This design comes from an exercise in tuning for small area and a short achievable clock period on the open sky130 flow, not from production work. Where RTL was checked, it was by simulation tests only, not by an equivalence proof against the original. The flow treats the clock pin as an ideal source. Dropping or thinning the clock tree relies on that and would not hold on a real chip. Power is estimated from default activity; no workload was simulated.

==> flow/design.v <==
module CPU (clk, input_8bit, output_8bit, cmd_addr, cmd_8bit, rst);
  input  wire       clk;
  input  wire       rst;
  input  wire [7:0] input_8bit;
  input  wire [7:0] cmd_8bit;
  output wire [7:0] output_8bit;
  output reg  [7:0] cmd_addr;
  reg [7:0] r0, r1, r2, r3, r4, r5;
  reg [7:0] f;
  reg       boot;
  wire [1:0] op = cmd_8bit[7:6];
  wire [2:0] s  = cmd_8bit[5:3];
  wire [2:0] d  = cmd_8bit[2:0];
  wire is_imm = (op == 2'b00);
  wire is_cal = (op == 2'b01);
  wire is_cpy = (op == 2'b10);
  wire is_cnd = (op == 2'b11);
  wire [7:0] sel;
  genvar k;
  generate
    for (k = 0; k < 8; k = k + 1) begin : dec
      assign sel[k] = (s == k);
    end
  endgenerate
  wire [7:0] x01 = ({8{sel[0]}} & r0) | ({8{sel[1]}} & r1);
  wire [7:0] x23 = ({8{sel[2]}} & r2) | ({8{sel[3]}} & r3);
  wire [7:0] x45 = ({8{sel[4]}} & r4) | ({8{sel[5]}} & r5);
  wire [7:0] x6  = ({8{sel[6]}} & input_8bit);
  wire [7:0] bus = x01 | x23 | x45 | x6;
  wire out_en = is_cpy & (d == 3'd6) & ~rst;
  assign output_8bit = {8{out_en}} & bus;
  wire [7:0] b   = r2 ^ {8{d[0]}};
  wire [7:0] sum = r1 + b + {7'd0, d[0]};
  wire [7:0] g   = r1 & r2;
  wire [7:0] o   = r1 | r2;
  wire [7:0] lg  = (d[0] ? g : o) ^ {8{d[0] ^ d[1]}};
  wire [7:0] alu = d[2] ? (d[1] ? 8'd0 : sum) : lg;
  wire z = (r3 == 8'd0);
  wire n = r3[7];
  wire t = d[2] ^ (d[0] & z | d[1] & n);
  wire jump = is_cnd & t;
  wire [7:0] r0_in = {8{~rst}} & (is_imm ? cmd_8bit : bus);
  wire [7:0] r3_in = {8{~rst}} & (is_cal ? alu : bus);
  wire [7:0] rx_in = {8{~rst}} & bus;
  wire we0 = rst | is_imm | (is_cpy & d == 3'd0);
  wire we1 = rst | (is_cpy & d == 3'd1);
  wire we2 = rst | (is_cpy & d == 3'd2);
  wire we3 = rst | is_cal | (is_cpy & d == 3'd3);
  wire we4 = rst | (is_cpy & d == 3'd4);
  wire we5 = rst | (is_cpy & d == 3'd5);
  always @(posedge clk) begin
    if (we0) r0 <= r0_in;
    if (we1) r1 <= rx_in;
    if (we2) r2 <= rx_in;
    if (we3) r3 <= r3_in;
    if (we4) r4 <= rx_in;
    if (we5) r5 <= rx_in;
  end
  always @(posedge clk) begin
    if (rst) begin
      cmd_addr <= 8'd0;
      f        <= 8'd0;
      boot     <= 1'b1;
    end else begin
      cmd_addr <= f;
      f        <= jump ? r0 : f + {7'd0, ~boot};
      boot     <= 1'b0;
    end
  end
endmodule
Settings: LEC_CHECK=0, CAP_MARGIN=20, CORE_MARGIN=2, CORE_UTILIZATION=40, SETUP_SLACK_MARGIN=2.5, SLEW_MARGIN=20; clock period 6.0 ns.
standard.sh (not shown) runs the stock make flow with config.mk's settings and CLKGATE_MAP_FILE= SYNTH_SCRIPT=/design/flow/synth_recipe.tcl, a recipe that flattens the netlist after the stock synthesis.
==> flow/flow/run.sh <==
#!/bin/bash
# Own layout flow: the standard ORFS flow, with two changes:
#  - synthesis is the standard flow's synthesis script unchanged except for the abc script
#    (flow/abc.script, an area-oriented mapping); registers are mapped by the
#    same dfflibmap step before abc, so their names and cells are unchanged;
#  - port buffers are sky130_fd_sc_hd__buf_2 instead of buffer_ports' default.
# Every tool's output goes to a log file in the work folder (and ORFS's own
# per-step logs under orfs/logs).
set -euo pipefail
W=$(pwd)
sed 's#log_cmd abc {\*}\$abc_args#log_cmd abc -script '"$W"'/flow/abc.script {*}[lrange $abc_args 2 end]#' \
  "$FLOW_HOME/scripts/synth.tcl" > "$W/my_synth.tcl"
grep -q 'flow/abc.script' "$W/my_synth.tcl"
sed "s#source \$::env(SCRIPTS_DIR)/synth.tcl#source $W/my_synth.tcl#" "$W/synth_recipe.tcl" > "$W/my_synth_recipe.tcl"
grep -q 'my_synth.tcl' "$W/my_synth_recipe.tcl"
sed "s#SYNTH_SCRIPT=[^ ]*#SYNTH_SCRIPT=$W/my_synth_recipe.tcl#" "$W/standard.sh" > "$W/my_standard.sh"
grep -q 'my_synth_recipe.tcl' "$W/my_standard.sh"
bash "$W/my_standard.sh" "BUFFER_PORTS_ARGS=-buffer_cell sky130_fd_sc_hd__buf_2" finish > "$W/flow.log" 2>&1
==> flow/flow/abc.script <==
strash
&get -n
&dch
&nf -R 1000 -p
&put
The first run ran to the end with no violations.
==> next run, changes <==
==> flow/design.v (replaced) <==
module CPU (clk, input_8bit, output_8bit, cmd_addr, cmd_8bit, rst);
  input  wire       clk;
  input  wire       rst;
  input  wire [7:0] input_8bit;
  input  wire [7:0] cmd_8bit;
  output wire [7:0] output_8bit;
  output reg  [7:0] cmd_addr;
  reg [7:0] r0, r1, r2, r3, r4, r5;
  reg [7:0] f;
  reg       boot;
  wire [1:0] op = cmd_8bit[7:6];
  wire [2:0] s  = cmd_8bit[5:3];
  wire [2:0] d  = cmd_8bit[2:0];
  wire is_imm = (op == 2'b00);
  wire is_cal = (op == 2'b01);
  wire is_cpy = (op == 2'b10);
  wire is_cnd = (op == 2'b11);
  wire cp = is_cpy & ~rst;
  wire [7:0] bus = ({8{cp & (s == 3'd0)}} & r0)
                 | ({8{cp & (s == 3'd1)}} & r1)
                 | ({8{cp & (s == 3'd2)}} & r2)
                 | ({8{cp & (s == 3'd3)}} & r3)
                 | ({8{cp & (s == 3'd4)}} & r4)
                 | ({8{cp & (s == 3'd5)}} & r5)
                 | ({8{cp & (s == 3'd6)}} & input_8bit);
  assign output_8bit = {8{d == 3'd6}} & bus;
  wire       ca  = is_cal & ~rst;
  wire [7:0] b   = r2 ^ {8{d[0]}};
  wire [7:0] sum = r1 + b + {7'd0, d[0]};
  wire [7:0] g   = r1 & r2;
  wire [7:0] o   = r1 | r2;
  wire [7:0] alu = ({8{ca & (d == 3'd0)}} & o)
                 | ({8{ca & (d == 3'd1)}} & ~g)
                 | ({8{ca & (d == 3'd2)}} & ~o)
                 | ({8{ca & (d == 3'd3)}} & g)
                 | ({8{ca & (d[2:1] == 2'b10)}} & sum);
  wire z = (r3 == 8'd0);
  wire n = r3[7];
  wire t = d[2] ^ (d[0] & z | d[1] & n);
  wire jump = is_cnd & t;
  wire [7:0] r0_in = bus | ({8{is_imm & ~rst}} & cmd_8bit);
  wire [7:0] r3_in = bus | alu;
  wire we0 = rst | is_imm | (is_cpy & d == 3'd0);
  wire we1 = rst | (is_cpy & d == 3'd1);
  wire we2 = rst | (is_cpy & d == 3'd2);
  wire we3 = rst | is_cal | (is_cpy & d == 3'd3);
  wire we4 = rst | (is_cpy & d == 3'd4);
  wire we5 = rst | (is_cpy & d == 3'd5);
  always @(posedge clk) begin
    if (we0) r0 <= r0_in;
    if (we1) r1 <= bus;
    if (we2) r2 <= bus;
    if (we3) r3 <= r3_in;
    if (we4) r4 <= bus;
    if (we5) r5 <= bus;
  end
  always @(posedge clk) begin
    if (rst) begin
      cmd_addr <= 8'd0;
      f        <= 8'd0;
      boot     <= 1'b1;
    end else begin
      cmd_addr <= f;
      f        <= jump ? r0 : f + {7'd0, ~boot};
      boot     <= 1'b0;
    end
  end
endmodule
- The new run completed with no timing, DRC or antenna violations
- wire length climbs by about 9%
- power shrinks by about 13%
- utilization goes up by 1.6 points
- sequential power fell by about 2%
- area after synthesis goes down by about 2%
- critical path depth rises by 3
- final area drops by 1.0%
- non-clock buffer count came out higher by 6
- clock skew hardly moves
- worst setup slack gets worse by 370 ps
- via count came out higher by 8.5%
- worst hold slack stays flat
- global-route usage climbs by 1.4 points
- cell count rises by about 5.4%
Function was not checked in any run of this note: the RTL went through the layout flow alone.

CPU, a different RTL version from the one above (not shown whole).
Size: ~65 flip-flops, roughly 34 I/O pins, ~3500 µm² of cells after synthesis.
==> module CPU, before the edit <==
module CPU (clk, input_8bit, output_8bit, cmd_addr, cmd_8bit, rst);
  input  wire       clk;
  input  wire       rst;
  input  wire [7:0] input_8bit;
  input  wire [7:0] cmd_8bit;
  output wire [7:0] output_8bit;
  output reg  [7:0] cmd_addr;
  reg [7:0] r0, r1, r2, r3, r4, r5;
  reg [7:0] f;
  reg       boot;
  wire [1:0] op = cmd_8bit[7:6];
  wire [2:0] s  = cmd_8bit[5:3];
  wire [2:0] d  = cmd_8bit[2:0];
  wire is_imm = (op == 2'b00);
  wire is_cal = (op == 2'b01);
  wire is_cpy = (op == 2'b10);
  wire is_cnd = (op == 2'b11);
  wire [6:0] q;
  genvar k;
  generate
    for (k = 0; k < 7; k = k + 1) begin : dec
      assign q[k] = (s == k);
    end
  endgenerate
  wire out_en_n;
  OVT_NEN uen (.op(op), .rst(rst), .d(d), .y(out_en_n));
  wire [7:0] bus;
  genvar i;
  generate
    for (i = 0; i < 8; i = i + 1) begin : src
      wire x01, x23, x45;
      wire x6 = ~(q[6] & input_8bit[i]);
      OVT_AOI22 u01 (.a(q[0]), .b(r0[i]), .c(q[1]), .d(r1[i]), .y(x01));
      OVT_AOI22 u23 (.a(q[2]), .b(r2[i]), .c(q[3]), .d(r3[i]), .y(x23));
      OVT_AOI22 u45 (.a(q[4]), .b(r4[i]), .c(q[5]), .d(r5[i]), .y(x45));
      OVT_NAND4 ub  (.a(x01), .b(x23), .c(x45), .d(x6), .y(bus[i]));
      OVT_AOI41 uo  (.a(x01), .b(x23), .c(x45), .d(x6), .e(out_en_n), .y(output_8bit[i]));
    end
  endgenerate
  wire [7:0] sa  = r1 + r2;
  wire [7:0] ss  = r1 - r2;
  wire [7:0] sum = d[0] ? ss : sa;
  wire [7:0] g   = r1 & r2;
  wire [7:0] o   = r1 | r2;
  wire [7:0] lg  = (d[0] ? g : o) ^ {8{d[0] ^ d[1]}};
  wire [7:0] alu = d[2] ? (d[1] ? 8'd0 : sum) : lg;
  wire z = (r3 == 8'd0);
  wire n = r3[7];
  wire t = d[2] ^ (d[0] & z | d[1] & n);
  wire jump = is_cnd & t;
  wire [7:0] r0_in = {8{~rst}} & (is_imm ? cmd_8bit : bus);
  wire [7:0] r3_in = {8{~rst}} & (is_cal ? alu : bus);
  wire [7:0] rx_in = {8{~rst}} & bus;
  wire we0 = rst | is_imm | (is_cpy & d == 3'd0);
  wire we1 = rst | (is_cpy & d == 3'd1);
  wire we2 = rst | (is_cpy & d == 3'd2);
  wire we3 = rst | is_cal | (is_cpy & d == 3'd3);
  wire we4 = rst | (is_cpy & d == 3'd4);
  wire we5 = rst | (is_cpy & d == 3'd5);
  always @(posedge clk) begin
    if (we0) r0 <= r0_in;
    if (we1) r1 <= rx_in;
    if (we2) r2 <= rx_in;
    if (we3) r3 <= r3_in;
    if (we4) r4 <= rx_in;
    if (we5) r5 <= rx_in;
  end
  always @(posedge clk) begin
    if (rst) begin
      cmd_addr <= 8'd0;
      f        <= 8'd0;
      boot     <= 1'b1;
    end else begin
      cmd_addr <= f;
      f        <= jump ? r0 : f + {7'd0, ~boot};
      boot     <= 1'b0;
    end
  end
endmodule
==> flow/config.mk <==
export PLATFORM = sky130hd
export DESIGN_NAME = CPU
export DESIGN_NICKNAME = CPU
export VERILOG_FILES = /design/flow/design.v
export SDC_FILE = /design/flow/constraint.sdc
export NUM_CORES = 4
export LEC_CHECK = 0
export CAP_MARGIN = 20
export CORE_MARGIN = 2
export CORE_UTILIZATION = 40
export SETUP_SLACK_MARGIN = 2.4
export SLEW_MARGIN = 20
==> flow/constraint.sdc <==
create_clock -name core_clock -period 6.0 [get_ports {clk}]
set_input_delay 1.2000 -clock core_clock [delete_from_list [all_inputs] [get_ports {clk}]]
set_output_delay 1.2000 -clock core_clock [all_outputs]
set_load 0.01 [all_outputs]
==> flow/flow/run.sh <==
#!/bin/bash
# Own layout flow: the standard ORFS flow (standard.sh), with these changes:
#  - synthesis is the standard flow's synthesis script unchanged except for the abc script
#    (flow/abc.script, an area-oriented mapping) and any extra abc options
#    in flow/abc_args (cells abc may not use); registers are mapped by the
#    same dfflibmap step before abc, so their names and cells are unchanged;
#  - extra ORFS make variables, one per line, from flow/make_args
#    (port buffer cell, clock tree options, kept modules); @W@ in a line
#    stands for the work folder.
# Every tool's output goes to flow.log in the work folder, and ORFS writes its
# own per-step logs under orfs/logs.
set -euo pipefail
W=$(pwd)
extra=""
[[ -f "$W/flow/abc_args" ]] && extra=$(tr '\n' ' ' < "$W/flow/abc_args")
sed 's#log_cmd abc {\*}\$abc_args#log_cmd abc -script '"$W"'/flow/abc.script {*}[lrange $abc_args 2 end] '"$extra"'#' \
  "$FLOW_HOME/scripts/synth.tcl" > "$W/my_synth.tcl"
grep -q 'flow/abc.script' "$W/my_synth.tcl"
sed "s#source \$::env(SCRIPTS_DIR)/synth.tcl#source $W/my_synth.tcl#" "$W/synth_recipe.tcl" > "$W/my_synth_recipe.tcl"
grep -q 'my_synth.tcl' "$W/my_synth_recipe.tcl"
sed "s#SYNTH_SCRIPT=[^ ]*#SYNTH_SCRIPT=$W/my_synth_recipe.tcl#" "$W/standard.sh" > "$W/my_standard.sh"
grep -q 'my_synth_recipe.tcl' "$W/my_standard.sh"
args=()
if [[ -f "$W/flow/make_args" ]]; then
  while IFS= read -r line; do
    [[ -n "$line" && "$line" != \#* ]] && args+=("${line//@W@/$W}")
  done < "$W/flow/make_args"
fi
bash "$W/my_standard.sh" "${args[@]}" finish > "$W/flow.log" 2>&1
Scripts as last shown in full above: flow/flow/abc.script
Other scripts of this flow, unchanged in this note and not shown: flow/flow/make_args, flow/flow/pre_cts.tcl
Edit:
--- a/flow/design.v
+++ b/flow/design.v
@@ -6,8 +6,8 @@
   output wire [7:0] output_8bit;
   output reg  [7:0] cmd_addr;
   reg [7:0] r0, r1, r2, r3, r4, r5;
-  reg [7:0] f;
-  reg       boot;
+  reg       j;
+  reg       b1, b2;
   wire [1:0] op = cmd_8bit[7:6];
   wire [2:0] s  = cmd_8bit[5:3];
   wire [2:0] d  = cmd_8bit[2:0];
@@ -37,9 +37,8 @@
       OVT_AOI41 uo  (.a(x01), .b(x23), .c(x45), .d(x6), .e(out_en_n), .y(output_8bit[i]));
     end
   endgenerate
-  wire [7:0] sa  = r1 + r2;
-  wire [7:0] ss  = r1 - r2;
-  wire [7:0] sum = d[0] ? ss : sa;
+  wire [7:0] b   = r2 ^ {8{d[0]}};
+  wire [7:0] sum = r1 + b + {7'd0, d[0]};
   wire [7:0] g   = r1 & r2;
   wire [7:0] o   = r1 | r2;
   wire [7:0] lg  = (d[0] ? g : o) ^ {8{d[0] ^ d[1]}};
@@ -65,15 +64,18 @@
     if (we4) r4 <= rx_in;
     if (we5) r5 <= rx_in;
   end
+  wire [7:0] f = j ? r0 : cmd_addr + {7'd0, ~(b1 | b2)};
   always @(posedge clk) begin
     if (rst) begin
       cmd_addr <= 8'd0;
-      f        <= 8'd0;
-      boot     <= 1'b1;
+      j        <= 1'b0;
+      b1       <= 1'b1;
+      b2       <= 1'b0;
     end else begin
       cmd_addr <= f;
-      f        <= jump ? r0 : f + {7'd0, ~boot};
-      boot     <= 1'b0;
+      j        <= jump;
+      b1       <= 1'b0;
+      b2       <= b1;
     end
   end
 endmodule
The new run produced a clean layout. Sequential share of layout area hardly moves. Die area went down by 7.2%. Via count came out lower by 5.7%. Routed wire length hardly moves. Worst setup slack hardly moves. Synthesized cell count came out lower by 8.4%. Cell count came out lower by 6.3%. Utilization goes up by 1.5 points. Final area drops by 6.7%. Critical path depth went up by 1. Global-route usage rises by 1.7 points. Register-to-register slack improved by 0.36 ns. Sequential power drops by 8.5%. Power came out lower by 8.0%.
For the first run of this note, only the layout was checked, not whether the RTL still works. No run of this note takes its clock network from TritonCTS; it comes from the design's own scripts or RTL.

## static timing again, ports no longer ideal
In the flow no input, the clock included, has a driving cell. The finished layouts below were timed again as built, in two steps. Step 1 (the two cells are an assumption about what drives the block):
set clk [get_ports {clk}]
set_driving_cell -lib_cell sky130_fd_sc_hd__clkbuf_16 $clk
set_driving_cell -lib_cell sky130_fd_sc_hd__buf_2 [delete_from_list [all_inputs] $clk]
Step 2 adds t to the input delays and takes it off the output delays; t is the mean of the earliest and latest rising clock arrival at the registers after step 1. Input paths then give back, and output paths get back, about the clock's delay inside the block. a / b / c = ideal ports / drivers / drivers and shift; a / b = the first two.
run | t (ns) | setup WS [ns] | worst setup path at the end | clock arrival spread, ns | worst slew at a driven data input, ns
the first run of note 1 | 0.373 | 2.329 / 2.278 / 2.278 | input to output | 0.010 / 0.010 | 0.07
the second run of note 1 | 0.368 | 1.961 / 1.869 / 1.869 | input to output | 0.007 / 0.007 | 0.14
the first run of note 2 | 0.224 | 2.469 / 2.436 / 2.436 | input to output | 0.018 / 0.018 | 0.05
the second run of note 2 | 0.218 | 2.467 / 2.443 / 2.443 | input to output | 0.009 / 0.009 | 0.04
After both steps setup and hold are still met in every run listed. The setup slack of the second run of note 1, which loses most, moves by -0.092 ns with the drivers and by -0.092 ns with both steps.
